Source: an optimization exercise on an open RTL-to-GDS flow (aim: small area, a short achievable clock period and few clock cycles per item). Production flows keep margins and buffers that such runs may drop. In this exercise RTL edits were held to simulation tests only and were not proved equivalent to the original.

// modinv
module modinv(clk, reset, number, prime, finished, gcd, inverse);
    input [31:0] number, prime;
    input wire clk, reset;
    output [31:0] gcd, inverse;
    output finished;
    reg [30:0] A, B, PA, PB, P0;
    reg par;
    reg done;
    function [4:0] blen;
        input [30:0] v;
        integer i;
        begin
            blen = 0;
            for (i = 0; i < 31; i = i + 1)
                if (v[i]) blen = i + 1;
        end
    endfunction
    function [32:0] radd;
        input [31:0] a, b;
        input ci;
        integer i;
        reg c;
        begin
            c = ci;
            for (i = 0; i < 32; i = i + 1) begin
                radd[i] = a[i] ^ b[i] ^ c;
                c = (a[i] & b[i]) | (c & (a[i] ^ b[i]));
            end
            radd[32] = c;
        end
    endfunction
    wire [4:0] la = blen(A);
    wire [4:0] lb = blen(B);
    wire [5:0] kd = {1'b0, la} - {1'b0, lb};
    wire [4:0] k = kd[4:0];
    wire [30:0] Bk = B << k;
    wire [31:0] PBk = {1'b0, PB} << k;
    wire [32:0] gex = radd({1'b0, A}, ~{1'b0, Bk}, 1'b1);
    wire ge1 = gex[32];                        
    wire lt = kd[5] | ((kd[4:0] == 0) & ~ge1);   
    wire [30:0] Bs = lt ? 31'd0 : (ge1 ? Bk : {1'b0, Bk[30:1]});
    wire [30:0] PBs = (lt | done) ? 31'd0 : (ge1 ? PBk[30:0] : PBk[31:1]);
    wire kk0 = ge1 ? (k == 0) : (k == 1);       
    wire [30:0] Bh = {1'b0, Bs[30:1]};
    wire [30:0] PBh = {1'b0, PBs[30:1]};
    wire [32:0] r1x = radd({1'b0, A}, ~{1'b0, Bs}, 1'b1);
    wire [31:0] t1 = {1'b0, A}, t2 = ~{1'b0, Bs}, t3 = ~{1'b0, Bh};
    wire [31:0] ts = t1 ^ t2 ^ t3;
    wire [31:0] tc = (t1 & t2) | (t1 & t3) | (t2 & t3);
    wire [32:0] r2x = radd(ts, {tc[30:0], 1'b1}, 1'b1);
    wire q2 = ~r2x[31] & ~kk0 & ~lt;
    wire [30:0] nA = q2 ? r2x[30:0] : r1x[30:0];
  ...
For scale: roughly 2,200 cells after synthesis, about 160 flip-flops, about 130 I/O pins, roughly 14,000 µm² of cells after synthesis.
==> flow/config.mk <==
export PLATFORM = sky130hd
export DESIGN_NAME = modinv
export DESIGN_NICKNAME = modinv
export VERILOG_FILES = /design/flow/design.v
export SDC_FILE = /design/flow/constraint.sdc
export NUM_CORES = 4
export LEC_CHECK = 0
export CAP_MARGIN = 20
export CORE_MARGIN = 2
export CORE_UTILIZATION = 65
export CTS_BUF_LIST = sky130_fd_sc_hd__clkbuf_8
export SLEW_MARGIN = 60
==> flow/constraint.sdc <==
create_clock -name core_clock -period 140.0 [get_ports {clk}]
set_input_delay 28.0000 -clock core_clock [delete_from_list [all_inputs] [get_ports {clk}]]
set_output_delay 28.0000 -clock core_clock [all_outputs]
set_load 0.01 [all_outputs]
standard.sh (not shown) runs the stock make flow with config.mk's settings and CLKGATE_MAP_FILE= SYNTH_SCRIPT=/design/flow/synth_recipe.tcl, a recipe that flattens the netlist after the stock synthesis.
==> flow/flow/run.sh <==
#!/bin/bash
# The standard layout with these changes, none to the design or constraints:
#  - ABC maps for area (flow/abc_area.script replaces the speed script),
#    and adders are left to ABC instead of being mapped to full-adder cells
#    first (ADDER_MAP_FILE empty); registers are mapped exactly as before;
#  - the port buffers are the smallest buffer (buf_1);
#  - clock tree synthesis inserts no dummy loads.
set -euo pipefail
cd "$(dirname "$0")/.."
rm -rf scripts_area
cp -r "$FLOW_HOME/scripts" scripts_area
cp flow/abc_area.script scripts_area/abc_speed.script
export SCRIPTS_DIR="$PWD/scripts_area"
export BUFFER_PORTS_ARGS="-buffer_cell sky130_fd_sc_hd__buf_1"
export CTS_ARGS="-sink_clustering_enable -repair_clock_nets -buf_list sky130_fd_sc_hd__clkbuf_8 -dont_use_dummy_load"
bash standard.sh ADDER_MAP_FILE= finish > standard.log 2>&1
==> flow/flow/abc_area.script <==
strash
dch
amap
topo
stime -c
upsize -c -D 27000
dnsize -c -D 27000
stime -c
Testbench counts at the start, summed over its fixed seeds: cycles 9,142, items 480.
==> next run, changes <==
--- a/flow/flow/run.sh
+++ b/flow/flow/run.sh
@@ -5,5 +5,8 @@
 #    first (ADDER_MAP_FILE empty); registers are mapped exactly as before;
 #  - the port buffers are the smallest buffer (buf_1);
-#  - clock tree synthesis inserts no dummy loads.
+#  - clock tree synthesis inserts no dummy loads;
+#  - repair_timing aims for 111.2 ns of setup slack (paths within 28.8 ns),
+#    which it only needs on the paths from the inputs and to the outputs; it does not clone
+#    gates, so the registers stay those of the standard synthesis.
 set -euo pipefail
 cd "$(dirname "$0")/.."
@@ -14,3 +17,5 @@
 export BUFFER_PORTS_ARGS="-buffer_cell sky130_fd_sc_hd__buf_1"
 export CTS_ARGS="-sink_clustering_enable -repair_clock_nets -buf_list sky130_fd_sc_hd__clkbuf_8 -dont_use_dummy_load"
+export SETUP_SLACK_MARGIN=111.2
+export SKIP_GATE_CLONING=1
 bash standard.sh ADDER_MAP_FILE= finish > standard.log 2>&1
Result: Routed wire length rose by 11%. Cell area goes up by 8.7%. Via count rises by 6.7%. First-iteration DRC count increases by 22%. Critical path depth is lower by 5. Synthesized area does not change. Sequential share of layout area came out lower by 1.2 points. Die area stays the same.
==> next run, changes <==
--- a/flow/flow/run.sh
+++ b/flow/flow/run.sh
@@ -6,6 +6,6 @@
 #  - the port buffers are the smallest buffer (buf_1);
 #  - clock tree synthesis inserts no dummy loads;
-#  - repair_timing aims for 111.2 ns of setup slack (paths within 28.8 ns),
-#    which it only needs on the paths from the inputs and to the outputs; it does not clone
+#  - repair_timing aims for 110.6 ns of setup slack (paths within 29.4 ns),
+#    which it only needs on the paths from the reset input; it does not clone
 #    gates, so the registers stay those of the standard synthesis.
 set -euo pipefail
@@ -17,5 +17,5 @@
 export BUFFER_PORTS_ARGS="-buffer_cell sky130_fd_sc_hd__buf_1"
 export CTS_ARGS="-sink_clustering_enable -repair_clock_nets -buf_list sky130_fd_sc_hd__clkbuf_8 -dont_use_dummy_load"
-export SETUP_SLACK_MARGIN=111.2
+export SETUP_SLACK_MARGIN=110.6
 export SKIP_GATE_CLONING=1
 bash standard.sh ADDER_MAP_FILE= finish > standard.log 2>&1
CORE_UTILIZATION = 75   (was 65)
SLEW_MARGIN = 20   (was 60)
After rerunning:
- The changed run finished with timing, DRC and antenna clean
- design area decreases by 8.8%
- fmax decreases by 0.41%
- global-route usage increases by 4.8 points
- clock skew is about the same
- setup slack degrades by 120 ps
- utilization increases by 4.7 points
==> next run, changes <==
==> flow/flow/abc_area.script (replaced) <==
strash
dch
amap -m
topo
stime -c
upsize -c -D 27000
dnsize -c -D 27000
stime -c
CORE_UTILIZATION = 65   (was 75)
=>
- non-clock buffer count shrinks by 3
- via count shrinks by a few percent
- wire length shrinks by a few percent
- setup slack is worse by 190 ps
- critical path depth grows by 3
- final area shrinks slightly
- cell count grows slightly
==> next run, changes <==
==> flow/flow/abc_area.script (replaced) <==
strash
dch
amap
topo
stime -c
upsize -c -D 27000
dnsize -c -D 27000
stime -c
The changed run finished clean.
Synthesized area went up by about 1.5%.
Wire length rose by about 0.9%.
Die area rose by about 1.4%.
Worst setup slack is better by 36 ps.
Design area went up by 1.3%.
Maximum frequency is about the same.
Clock skew increases by 14 ps.

---

Another version of the RTL of modinv (not shown whole).
Size: roughly 1700 cells after synthesis, roughly 160 flip-flops, about 130 I/O pins.
Settings: LEC_CHECK=0, CAP_MARGIN=20, CORE_MARGIN=2, CORE_UTILIZATION=65, CTS_BUF_LIST=sky130_fd_sc_hd__clkbuf_8, SLEW_MARGIN=20; clock period 140.0 ns.
==> flow/flow/run.sh <==
#!/bin/bash
# The standard layout with three changes, none to the design or constraints:
#  - ABC maps for area (flow/abc_area.script replaces the speed script),
#    and adders are left to ABC instead of being mapped to full-adder cells
#    first (ADDER_MAP_FILE empty); registers are mapped exactly as before;
#  - the port buffers are the smallest buffer (buf_1).
set -euo pipefail
cd "$(dirname "$0")/.."
rm -rf scripts_area
cp -r "$FLOW_HOME/scripts" scripts_area
cp flow/abc_area.script scripts_area/abc_speed.script
export SCRIPTS_DIR="$PWD/scripts_area"
export BUFFER_PORTS_ARGS="-buffer_cell sky130_fd_sc_hd__buf_1"
bash standard.sh ADDER_MAP_FILE= finish > standard.log 2>&1
==> flow/flow/abc_area.script <==
strash
dch
amap
topo
stime -c
upsize -c -D 22000
dnsize -c -D 22000
stime -c
Testbench counts at the start, summed over its fixed seeds: cycles 11,263, items 480.
Edit:
Settings changed: CORE_UTILIZATION 65 to 40, CTS_CLUSTER_DIAMETER from default to 100, CTS_CLUSTER_SIZE from default to 40.
Register-to-register slack gets better by 0.25 ns.
Design area increases by 0.78%.
Worst setup slack gets worse by 0.47 ns.
Cell count increases by 7.4%.
Wire length increases by 7.5%.
Utilization decreases by 28 points.
Edit:
--- a/flow/flow/run.sh
+++ b/flow/flow/run.sh
@@ -5,3 +5,4 @@
 #    first (ADDER_MAP_FILE empty); registers are mapped exactly as before;
-#  - the port buffers are the smallest buffer (buf_1).
+#  - the port buffers are the smallest buffer (buf_1);
+#  - clock tree synthesis inserts no dummy loads.
 set -euo pipefail
@@ -13,2 +14,3 @@
 export BUFFER_PORTS_ARGS="-buffer_cell sky130_fd_sc_hd__buf_1"
+export CTS_ARGS="-sink_clustering_enable -repair_clock_nets -buf_list sky130_fd_sc_hd__clkbuf_8 -dont_use_dummy_load"
 bash standard.sh ADDER_MAP_FILE= finish > standard.log 2>&1
Settings changed: CORE_UTILIZATION 40 to 65, CTS_CLUSTER_DIAMETER 100 to default, CTS_CLUSTER_SIZE 40 to default.
Effect:
- final cell count falls by 7.6%
- synthesized cell count is unchanged
- via count came out higher by 4.4%
- clock-buffer cell count is unchanged
Edit:
--- a/flow/flow/run.sh
+++ b/flow/flow/run.sh
@@ -1,3 +1,3 @@
 #!/bin/bash
-# The standard layout with three changes, none to the design or constraints:
+# The standard layout with these changes, none to the design or constraints:
 #  - ABC maps for area (flow/abc_area.script replaces the speed script),
Settings changed: SLEW_MARGIN 20 to 60.
Outcome: Routed wire length hardly moves. Register-to-register slack gets better by 0.25 ns. Cell area went up by 0.80%. Setup slack is worse by 0.0060 ns. Die area is unchanged.

[afterwards: timing with drivers on the ports]
How much do the figures lean on ideal ports? The routed layouts below were timed once more, with nothing changed but the port constraints.
Step 1: set_driving_cell puts a clkbuf_16 on clk and a buf_2 on each other input, an assumption about the parent block.
Step 2 times the ports against the registers' clock, not the clock port: input delays grow and output delays shrink by t, the midpoint of the rising clock arrivals with the driver on.
Slacks: no drivers / after step 1 / after step 2; pairs: no drivers / after step 1.
run	t, ns	setup slack, ns	hold slack, ns
the first run of note 1	0.516	110.179 / 110.198 / 109.682	0.464 / 0.464 / 0.464
the second run of note 1	0.517	110.952 / 110.908 / 110.722	0.470 / 0.470 / 0.470
the third run of note 1	0.518	110.834 / 110.791 / 110.321	0.462 / 0.462 / 0.462
the fourth run of note 1	0.512	110.649 / 110.671 / 110.159	0.463 / 0.463 / 0.463
the fifth run of note 1	0.495	110.685 / 110.704 / 110.208	0.471 / 0.471 / 0.471
the first run of note 2	0.506	110.434 / 110.453 / 109.947	0.515 / 0.515 / 0.515
the second run of note 2	0.524	109.964 / 109.986 / 109.462	0.450 / 0.450 / 0.450
the third run of note 2	0.503	110.475 / 110.492 / 109.989	0.512 / 0.512 / 0.512
the fourth run of note 2	0.518	110.469 / 110.488 / 109.970	0.502 / 0.502 / 0.502
After both steps setup and hold are still met in every run listed. For the third run of note 1, which loses most, drivers alone change the setup slack by -0.043 ns; drivers and shift together by -0.513 ns.
